From an optimization exercise on the open Yosys and OpenROAD flow, aimed at small area, a short achievable clock period and few clock cycles per item; shortcuts taken in it are not production practice.
RTL that was checked went through simulation tests only; none was proved equivalent to the original.
Power and IR drop assume default switching activity.

== run 1 ==
## norm5_unit
module norm5_unit #(
    parameter DIMENSIONS    = 5,
    parameter DATA_WIDTH    = 32,
    parameter CORDIC_WIDTH  = 38,
    parameter CORDIC_STAGES = 16,
    parameter ANGLE_WIDTH   = 16
)(
    input                              clk,
    input                              nreset,
    input                              start,
    input  [DIMENSIONS*DATA_WIDTH-1:0] w_in,
    output [DIMENSIONS*DATA_WIDTH-1:0] w_out,
    output                             done
);
    localparam W  = 36;      
    localparam OW = 22;      
    localparam CW = W - 6;   
    localparam [W-1:0] ONE = 36'h004000000;    
    localparam [W-1:0] MONE = -ONE;
    localparam [W-1:0] TWO  = 36'h002000000;   
    localparam [W-1:0] SIX  = 36'h006000000;   
    localparam [W-1:0] MTWO = -TWO;
    localparam [W-1:0] MSIX = -SIX;
    reg st_idle;    
    reg st_a1;      
    reg st_v;       
    reg st_va;      
    reg st_vb;      
    reg st_r;       
    reg st_r1m;     
    reg st_ra;      
    reg st_rb;      
    reg st_rc;      
    reg [1:0] p;
    reg [3:0] i;     
    reg [3:0] yl, yh, xl, xh;    
    reg wo3, wo4, wo5;
    reg s0;          
    reg zy, zx;      
    reg ysg;         
  ...
Size: roughly 280 flip-flops.
Settings: LEC_CHECK=0, CAP_MARGIN=20, CORE_MARGIN=2, CORE_UTILIZATION=40, SETUP_SLACK_MARGIN=5, SLEW_MARGIN=20; clock period 10.0 ns.
standard.sh (not shown) runs the stock make flow with config.mk's settings and CLKGATE_MAP_FILE= SYNTH_SCRIPT=/design/flow/synth_recipe.tcl, a recipe that flattens the netlist after the stock synthesis.
==> flow/flow/run.sh <==
#!/bin/bash
# The standard layout (standard.sh), with the port buffers made of the smallest
# buffer cell (sky130_fd_sc_hd__buf_1) and the timing repair aimed 5.75 ns below the period.
set -euo pipefail
sed -e 's|"\${@:-finish}"|BUFFER_PORTS_ARGS="-buffer_cell sky130_fd_sc_hd__buf_1" "${@:-finish}"|' \
    -e 's|SETUP_SLACK_MARGIN=[0-9.]*|SETUP_SLACK_MARGIN=5.75|' standard.sh > standard_mod.sh
grep -q BUFFER_PORTS_ARGS standard_mod.sh
bash standard_mod.sh > standard.log 2>&1
Here is what was changed in the inputs of run 2 compared with run 1.
==> flow/flow/run.sh <==
#!/bin/bash
# The standard layout (standard.sh), with the port buffers made of the smallest
# buffer cell (sky130_fd_sc_hd__buf_1) and the timing repair aimed 6.25 ns below the period.
set -euo pipefail
sed -e 's|"\${@:-finish}"|BUFFER_PORTS_ARGS="-buffer_cell sky130_fd_sc_hd__buf_1" "${@:-finish}"|' \
    -e 's|SETUP_SLACK_MARGIN=[0-9.]*|SETUP_SLACK_MARGIN=6.25|' standard.sh > standard_mod.sh
grep -q BUFFER_PORTS_ARGS standard_mod.sh
bash standard_mod.sh > standard.log 2>&1
### Flow results
- Compared with run 1, in run 2 fill cell total of the finished layout shows a reduction of 278, switching power share of the total shows a reduction of 0.99 points, final weighted congestion in routability-driven placement shows a reduction of 0.030, starting DRC count in detailed routing shows an increase of 433, via count shows an increase of 842.
- The routed wire length per instance on run 2 is in line with that on run 1.
- Delta (run 2 minus run 1): cell area picked up an extra 7.4%, path depth of the worst reg2reg path went up 1, power went up.
- From run 2 to run 1, maximum root-to-sink buffer count did not move at all.
No run of this note included a check of the RTL's function; only the layout flow was run.

========
Another version of the RTL of norm5_unit (not shown whole).
For scale: roughly 2800 cells after synthesis, roughly 320 I/O pins, roughly 25000 um2 of cells after synthesis.
Design norm5_unit, start of the top module:
module norm5_unit #(
    parameter DIMENSIONS    = 5,
    parameter DATA_WIDTH    = 32,
    parameter CORDIC_WIDTH  = 38,
    parameter CORDIC_STAGES = 16,
    parameter ANGLE_WIDTH   = 16
)(
    input                              clk,
    input                              nreset,
    input                              start,
    input  [DIMENSIONS*DATA_WIDTH-1:0] w_in,
    output [DIMENSIONS*DATA_WIDTH-1:0] w_out,
    output                             done
);
==> flow/config.mk <==
export PLATFORM = sky130hd
export DESIGN_NAME = norm5_unit
export DESIGN_NICKNAME = norm5_unit
export VERILOG_FILES = /design/flow/design.v
export SDC_FILE = /design/flow/constraint.sdc
export NUM_CORES = 8
export LEC_CHECK = 0
export CAP_MARGIN = 20
export CORE_MARGIN = 2
export CORE_UTILIZATION = 40
export SETUP_SLACK_MARGIN = 5
export SLEW_MARGIN = 20
==> flow/constraint.sdc <==
create_clock -name core_clock -period 10.0 [get_ports {clk}]
set_input_delay 2.0000 -clock core_clock [delete_from_list [all_inputs] [get_ports {clk}]]
set_output_delay 2.0000 -clock core_clock [all_outputs]
set_load 0.01 [all_outputs]
==> flow/flow/run.sh <==
#!/bin/bash
# The standard layout (standard.sh), with the port buffers made of the smallest
# buffer cell (sky130_fd_sc_hd__buf_1) and the timing repair aimed 6.0 ns below the period.
set -euo pipefail
sed -e 's|"\${@:-finish}"|BUFFER_PORTS_ARGS="-buffer_cell sky130_fd_sc_hd__buf_1" "${@:-finish}"|' \
    -e 's|SETUP_SLACK_MARGIN=[0-9.]*|SETUP_SLACK_MARGIN=6.0|' standard.sh > standard_mod.sh
grep -q BUFFER_PORTS_ARGS standard_mod.sh
bash standard_mod.sh > standard.log 2>&1
The first run completed without violations.
Rerun with:
==> flow/flow/run.sh (replaced) <==
#!/bin/bash
# The standard layout (standard.sh), with the port buffers made of the smallest
# buffer cell (sky130_fd_sc_hd__buf_1) instead of the one buffer_ports picks by default.
set -euo pipefail
sed 's|"\${@:-finish}"|BUFFER_PORTS_ARGS="-buffer_cell sky130_fd_sc_hd__buf_1" "${@:-finish}"|' standard.sh > standard_buf.sh
grep -q BUFFER_PORTS_ARGS standard_buf.sh
bash standard_buf.sh > standard.log 2>&1
- The new run went through all stages and came out clean
- sequential cell count stays the same
- via count went down by 4.7%
- fmax went down by about 11%
- utilization went down by 3.9 points
Rerun with:
==> flow/run.sh (new file) <==
#!/bin/bash
# synth_recipe.tcl (not shown) runs the flow's synth.tcl, then flattens the netlist and writes it again
# the make line also repeats each setting of config.mk as NAME=value (left out here)
make -C /OpenROAD-flow-scripts/flow DESIGN_CONFIG=/design/flow/config.mk WORK_HOME=/design/flow/orfs CLKGATE_MAP_FILE= SYNTH_SCRIPT=/design/flow/synth_recipe.tcl finish
removed: flow/flow/run.sh
removed: flow/standard.sh
What happened:
- utilization is higher by 3.4 points
- clock power is higher by a few percent
- setup slack gains 0.016 ns
- worst hold slack gains 0.0099 ns
- first-iteration DRC count is lower slightly
No run of this note included a check of the RTL's function; only the layout flow was run.

========
P:
norm5_unit, a different RTL version from the one above (not shown whole).
Size: ~280 flip-flops, roughly 320 I/O pins, about 24000 um^2 of cells after synthesis.
export LEC_CHECK = 0
export CAP_MARGIN = 20
export CORE_MARGIN = 2
export CORE_UTILIZATION = 40
export SETUP_SLACK_MARGIN = 5
export SLEW_MARGIN = 20
create_clock -name core_clock -period 10.0 [get_ports {clk}]
==> flow/flow/run.sh <==
#!/bin/bash
# The standard layout (standard.sh), with the port buffers made of the smallest
# buffer cell (sky130_fd_sc_hd__buf_1) and the timing repair aimed 6.0 ns below the period.
set -euo pipefail
sed -e 's|"\${@:-finish}"|BUFFER_PORTS_ARGS="-buffer_cell sky130_fd_sc_hd__buf_1" "${@:-finish}"|' \
    -e 's|SETUP_SLACK_MARGIN=[0-9.]*|SETUP_SLACK_MARGIN=6.0|' standard.sh > standard_mod.sh
grep -q BUFFER_PORTS_ARGS standard_mod.sh
bash standard_mod.sh > standard.log 2>&1
P: full flow OK, the timing, design-rule and antenna checks passed
Testbench counts of P, summed over its fixed seeds: cycles 27,840, items 192.
The inputs of Q differ from those of P as listed below.
==> flow/flow/run.sh <==
#!/bin/bash
# The standard layout (standard.sh), with the port buffers made of the smallest
# buffer cell (sky130_fd_sc_hd__buf_1) and the timing repair aimed 5.75 ns below the period.
set -euo pipefail
sed -e 's|"\${@:-finish}"|BUFFER_PORTS_ARGS="-buffer_cell sky130_fd_sc_hd__buf_1" "${@:-finish}"|' \
    -e 's|SETUP_SLACK_MARGIN=[0-9.]*|SETUP_SLACK_MARGIN=5.75|' standard.sh > standard_mod.sh
grep -q BUFFER_PORTS_ARGS standard_mod.sh
bash standard_mod.sh > standard.log 2>&1
[summary]
met4 as the top routing layer in use was reported by Q, and met5 by P. Q finished end to end and its layout was clean on timing, DRC and antenna. In the metrics for P and Q, the one carrying the lower cell internal power dissipation is P. Of P and Q, P shows the higher total met2 wirelength after detailed routing, with Q below it. Compared with P, in Q wire length of the first global-routing pass fell 1.6%; TritonCTS buffer count lost 3.

========
Setup of v28:
Starting RTL as in the previous note.
## norm5_unit
module norm5_unit #(
    parameter DIMENSIONS    = 5,
    parameter DATA_WIDTH    = 32,
    parameter CORDIC_WIDTH  = 38,
    parameter CORDIC_STAGES = 16,
    parameter ANGLE_WIDTH   = 16
)(
    input                              clk,
    input                              nreset,
    input                              start,
    input  [DIMENSIONS*DATA_WIDTH-1:0] w_in,
    output [DIMENSIONS*DATA_WIDTH-1:0] w_out,
    output                             done
);
    localparam W  = 36;      
    localparam OW = 22;      
    localparam CW = W - 6;   
    reg st_idle;    
    reg st_a1;      
    reg st_v;       
    reg st_va;      
    reg st_vb;      
    reg st_r1l;     
    reg st_r;       
    reg st_ra;      
    reg st_rb;      
    reg st_rc;      
    reg [1:0] p;
    reg [3:0] i;     
    reg [3:0] yl, yh, xl, xh;    
    reg wo3, wo4, wo5;
    reg s0;          
    reg ysg;         
    reg rinx, rcnx, riny, rcny;
    reg done_r;
    reg signed [W-1:0] X, Y;
    reg        f;                
    reg        qf;               
    reg        zf;               
    reg [OW-1:0] T1;             
    reg        n1;               
    reg [OW-1:0] O3, O4, O5;     
    wire [15:0] T2 = O3[15:0];
    wire [15:0] T3 = O4[15:0];
    wire [15:0] T4 = O5[15:0];
    reg [W-1:0]  RA, RB;         
    wire [31:0] w1 = w_in[31:0];
    wire [31:0] w2 = w_in[63:32];
    wire [31:0] w3 = w_in[95:64];
    wire [31:0] w4 = w_in[127:96];
    wire [31:0] w5 = w_in[159:128];
    wire [31:0] wsel = st_idle ? w2 :
                       st_a1   ? w1 :
                       (p == 2'd0) ? w3 : (p == 2'd1) ? w4 : w5;
  ...
Settings: LEC_CHECK=0, CAP_MARGIN=20, CORE_MARGIN=2, CORE_UTILIZATION=40, SETUP_SLACK_MARGIN=5, SLEW_MARGIN=20; clock period 10.0 ns.
==> flow/flow/run.sh <==
#!/bin/bash
# The standard layout (standard.sh), with the port buffers made of the smallest
# buffer cell (sky130_fd_sc_hd__buf_1) and the timing repair aimed 5.5 ns below the period.
set -euo pipefail
sed -e 's|"\${@:-finish}"|BUFFER_PORTS_ARGS="-buffer_cell sky130_fd_sc_hd__buf_1" "${@:-finish}"|' \
    -e 's|SETUP_SLACK_MARGIN=[0-9.]*|SETUP_SLACK_MARGIN=5.5|' standard.sh > standard_mod.sh
grep -q BUFFER_PORTS_ARGS standard_mod.sh
bash standard_mod.sh > standard.log 2>&1
Testbench counts of v28, summed over its fixed seeds: cycles 27,840, items 192.
## Diff of input files: v20 against v28
- PLACE_DENSITY now 0.9, previously not set
==> flow/flow/run.sh <==
#!/bin/bash
# The standard layout (standard.sh), with the port buffers made of the smallest
# buffer cell (sky130_fd_sc_hd__buf_1) and the timing repair aimed 5.75 ns below the period.
set -euo pipefail
sed -e 's|"\${@:-finish}"|BUFFER_PORTS_ARGS="-buffer_cell sky130_fd_sc_hd__buf_1" "${@:-finish}"|' \
    -e 's|SETUP_SLACK_MARGIN=[0-9.]*|SETUP_SLACK_MARGIN=5.75|' standard.sh > standard_mod.sh
grep -q BUFFER_PORTS_ARGS standard_mod.sh
bash standard_mod.sh > standard.log 2>&1
==> run notes <==
Delta (v20 minus v28): global-route met2 utilization saw a decrease; wire length lower; clock power went down by about 8%; number of detailed-route iterations in the first pass climbed 2; number of global-route vias before repair comparable.
Any difference in synthesized netlist net count between v20 and v28 is small enough to ignore.
Compared v20 vs v28, and count of placed standard cells including taps is down in v20.
v28 vs v20, top routing layer in use: met4 vs met5
Hold slack: v20 vs v28, no meaningful difference
Clock network power share sits lower in v20 than in v28.
In v20 relative to v28, via count had gone up by a few percent.
#### Input delta (v24 over v20)
- PLACE_DENSITY removed (was 0.9)
==> flow/run.sh (new file) <==
#!/bin/bash
# synth_recipe.tcl (not shown) runs the flow's synth.tcl, then flattens the netlist and writes it again
# the make line also repeats each setting of config.mk as NAME=value (left out here)
make -C /OpenROAD-flow-scripts/flow DESIGN_CONFIG=/design/flow/config.mk WORK_HOME=/design/flow/orfs CLKGATE_MAP_FILE= SYNTH_SCRIPT=/design/flow/synth_recipe.tcl finish
removed: flow/flow/run.sh
removed: flow/standard.sh
Results
v24 ends up with higher peak ir drop on the vdd network than v20 does.
Relative to v20, share of layout cells above drive strength 1 decreased by 3.3 points in v24.
v24 ended up with more standard cells than v20.
v24 against v20: via count normalized by instance count now sits lower; worst hold slack went up.
## Diff of input files: v51 against v24
- putting CTS_BUF_LIST at sky130_fd_sc_hd__clkbuf_8 where nothing was set
==> flow/flow/run.sh (new file) <==
#!/bin/bash
# The standard layout (standard.sh), with the port buffers made of the smallest
# buffer cell (sky130_fd_sc_hd__buf_1) and the timing repair aimed 5.75 ns below the period.
set -euo pipefail
sed -e 's|"\${@:-finish}"|BUFFER_PORTS_ARGS="-buffer_cell sky130_fd_sc_hd__buf_1" "${@:-finish}"|' \
    -e 's|SETUP_SLACK_MARGIN=[0-9.]*|SETUP_SLACK_MARGIN=5.75|' standard.sh > standard_mod.sh
grep -q BUFFER_PORTS_ARGS standard_mod.sh
bash standard_mod.sh > standard.log 2>&1
==> flow/standard.sh (new file) <==
#!/bin/bash
# synth_recipe.tcl (not shown) runs the flow's synth.tcl, then flattens the netlist and writes it again
# the make line also repeats each setting of config.mk as NAME=value (left out here)
make -C /OpenROAD-flow-scripts/flow DESIGN_CONFIG=/design/flow/config.mk WORK_HOME=/design/flow/orfs CLKGATE_MAP_FILE= SYNTH_SCRIPT=/design/flow/synth_recipe.tcl "${@:-finish}"
removed: flow/run.sh
Notes after the runs:
Compared with v24, v51 shows a sum of internal, switching and leakage power that is 0.15 mW lower.
In the metrics for v51 and v24, the one carrying the lower logic gate share of total power is v51.
v51 vs v24 — post-route clock period utilization dropped 4.2 points.
Worst hold slack (higher): v24
Half-perimeter wire length after placement: v51 better than v24
The clock share of power reported for v51 is smaller than that of v24 by 1.3 points.
v24 has a higher proportion of final cell area spent on non-clock buffers than v51.
What v27 does differently from v51 at the input level:
- changing CTS_BUF_LIST from sky130_fd_sc_hd__clkbuf_8 to sky130_fd_sc_hd__clkbuf_4
Notes after the runs:
- Looking only at minimum clock period after layout, and setting everything else aside, the lower value of v51 and v27 goes to v51.
- The wire length after detailed routing was comparable across v51 and v27.
- Compared with v51, v27 shows a layout clock buffer count that is 50 higher.
- The flip-flop and latch area on v51 is in line with that on v27.
- Per the comparison of v27 with v51, sequential cell area fraction in the yosys report neither gained nor lost much, clock-net power now sits lower, sequential share of layout area now sits at about the same level.
- v27 and v51 ended up with roughly the same post-layout instance area.
- Largest stage delay on the critical path, v51 and v27, higher one = v27.
- From v51 to v27 the numbers moved as follows: slew at the pin closest to its max-slew limit -0.072 ns; non-clock buffer count +about 1.5%.

========
Setup of before:
Another version of the RTL of norm5_unit (not shown whole).
Size in the first run: roughly 260 flip-flops, ~320 I/O pins, roughly 0.024 sq mm of cells after synthesis.
==> flow/config.mk <==
export PLATFORM = sky130hd
export DESIGN_NAME = norm5_unit
export DESIGN_NICKNAME = norm5_unit
export VERILOG_FILES = /design/flow/design.v
export SDC_FILE = /design/flow/constraint.sdc
export NUM_CORES = 8
export LEC_CHECK = 0
export CAP_MARGIN = 20
export CORE_MARGIN = 2
export CORE_UTILIZATION = 40
export SETUP_SLACK_MARGIN = 4.5
export SLEW_MARGIN = 20
==> flow/constraint.sdc <==
create_clock -name core_clock -period 10.0 [get_ports {clk}]
set_input_delay 2.0000 -clock core_clock [delete_from_list [all_inputs] [get_ports {clk}]]
set_output_delay 2.0000 -clock core_clock [all_outputs]
set_load 0.01 [all_outputs]
run.sh (not shown) runs the stock make flow with config.mk's settings and CLKGATE_MAP_FILE= SYNTH_SCRIPT=/design/flow/synth_recipe.tcl, a recipe that flattens the netlist after the stock synthesis.
Stock flow here: none of the scripts above is used.
### before -> after
Settings: changing SETUP_SLACK_MARGIN from 4.5 to 5.
==> run notes <==
- On global-route wire length before repair: between before and after, it ends up lower for before.
- Compared with before, after shows a part of the cycle the worst path needs that is 3.7 points lower.
- Non-clock buffer area fraction after layout: before and after compared, higher one is after
- Both conditions hold for after: the flow ran to the end and the final layout passed the timing, design-rule and antenna checks.
- Power: after vs before — no meaningful difference
No functional check of the RTL was part of any run of this note.

## port drivers added, routing unchanged
How much do the figures lean on ideal ports? The routed layouts below were timed once more, with nothing changed but the port constraints.
Step 1 sets driving cells, clkbuf_16 on the clock port and buf_2 on the other inputs (assumed; they add their load-dependent delay and slew).
Step 2, shift: input delay + t, output delay - t, t = (earliest + latest rising clock arrival at the registers) / 2. This alone moves slack from input paths to output paths.
a / b / c = ideal ports / drivers / drivers and shift; a / b = the first two.
run	t (ns)	setup WS [ns]	worst slew at a driven data input, ns
run 1	0.611	5.848 / 5.848 / 5.848	0.07
run 2	0.623	6.056 / 6.056 / 5.916	0.06
the first run of note 2	0.609	5.723 / 5.723 / 5.723	0.10
the second run of note 2	0.618	5.211 / 5.211 / 5.211	0.10
the third run of note 2	0.619	5.227 / 5.227 / 5.227	0.10
P	0.605	5.983 / 5.983 / 5.939	0.09
Q	0.663	5.807 / 5.807 / 5.807	0.09
v28	0.663	5.652 / 5.652 / 5.652	0.09
v20	0.651	5.707 / 5.707 / 5.707	0.09
v24	0.623	5.404 / 5.404 / 5.404	0.11
v51	0.703	5.823 / 5.823 / 5.823	0.09
v27	0.885	5.813 / 5.813 / 5.813	0.09
before	0.674	4.834 / 4.834 / 4.834	0.08
after	0.673	5.203 / 5.203 / 5.203	0.08
After both steps every run listed still meets setup and hold. For run 2, which loses most, drivers alone change the setup slack by 0.000 ns; drivers and shift together by -0.140 ns.
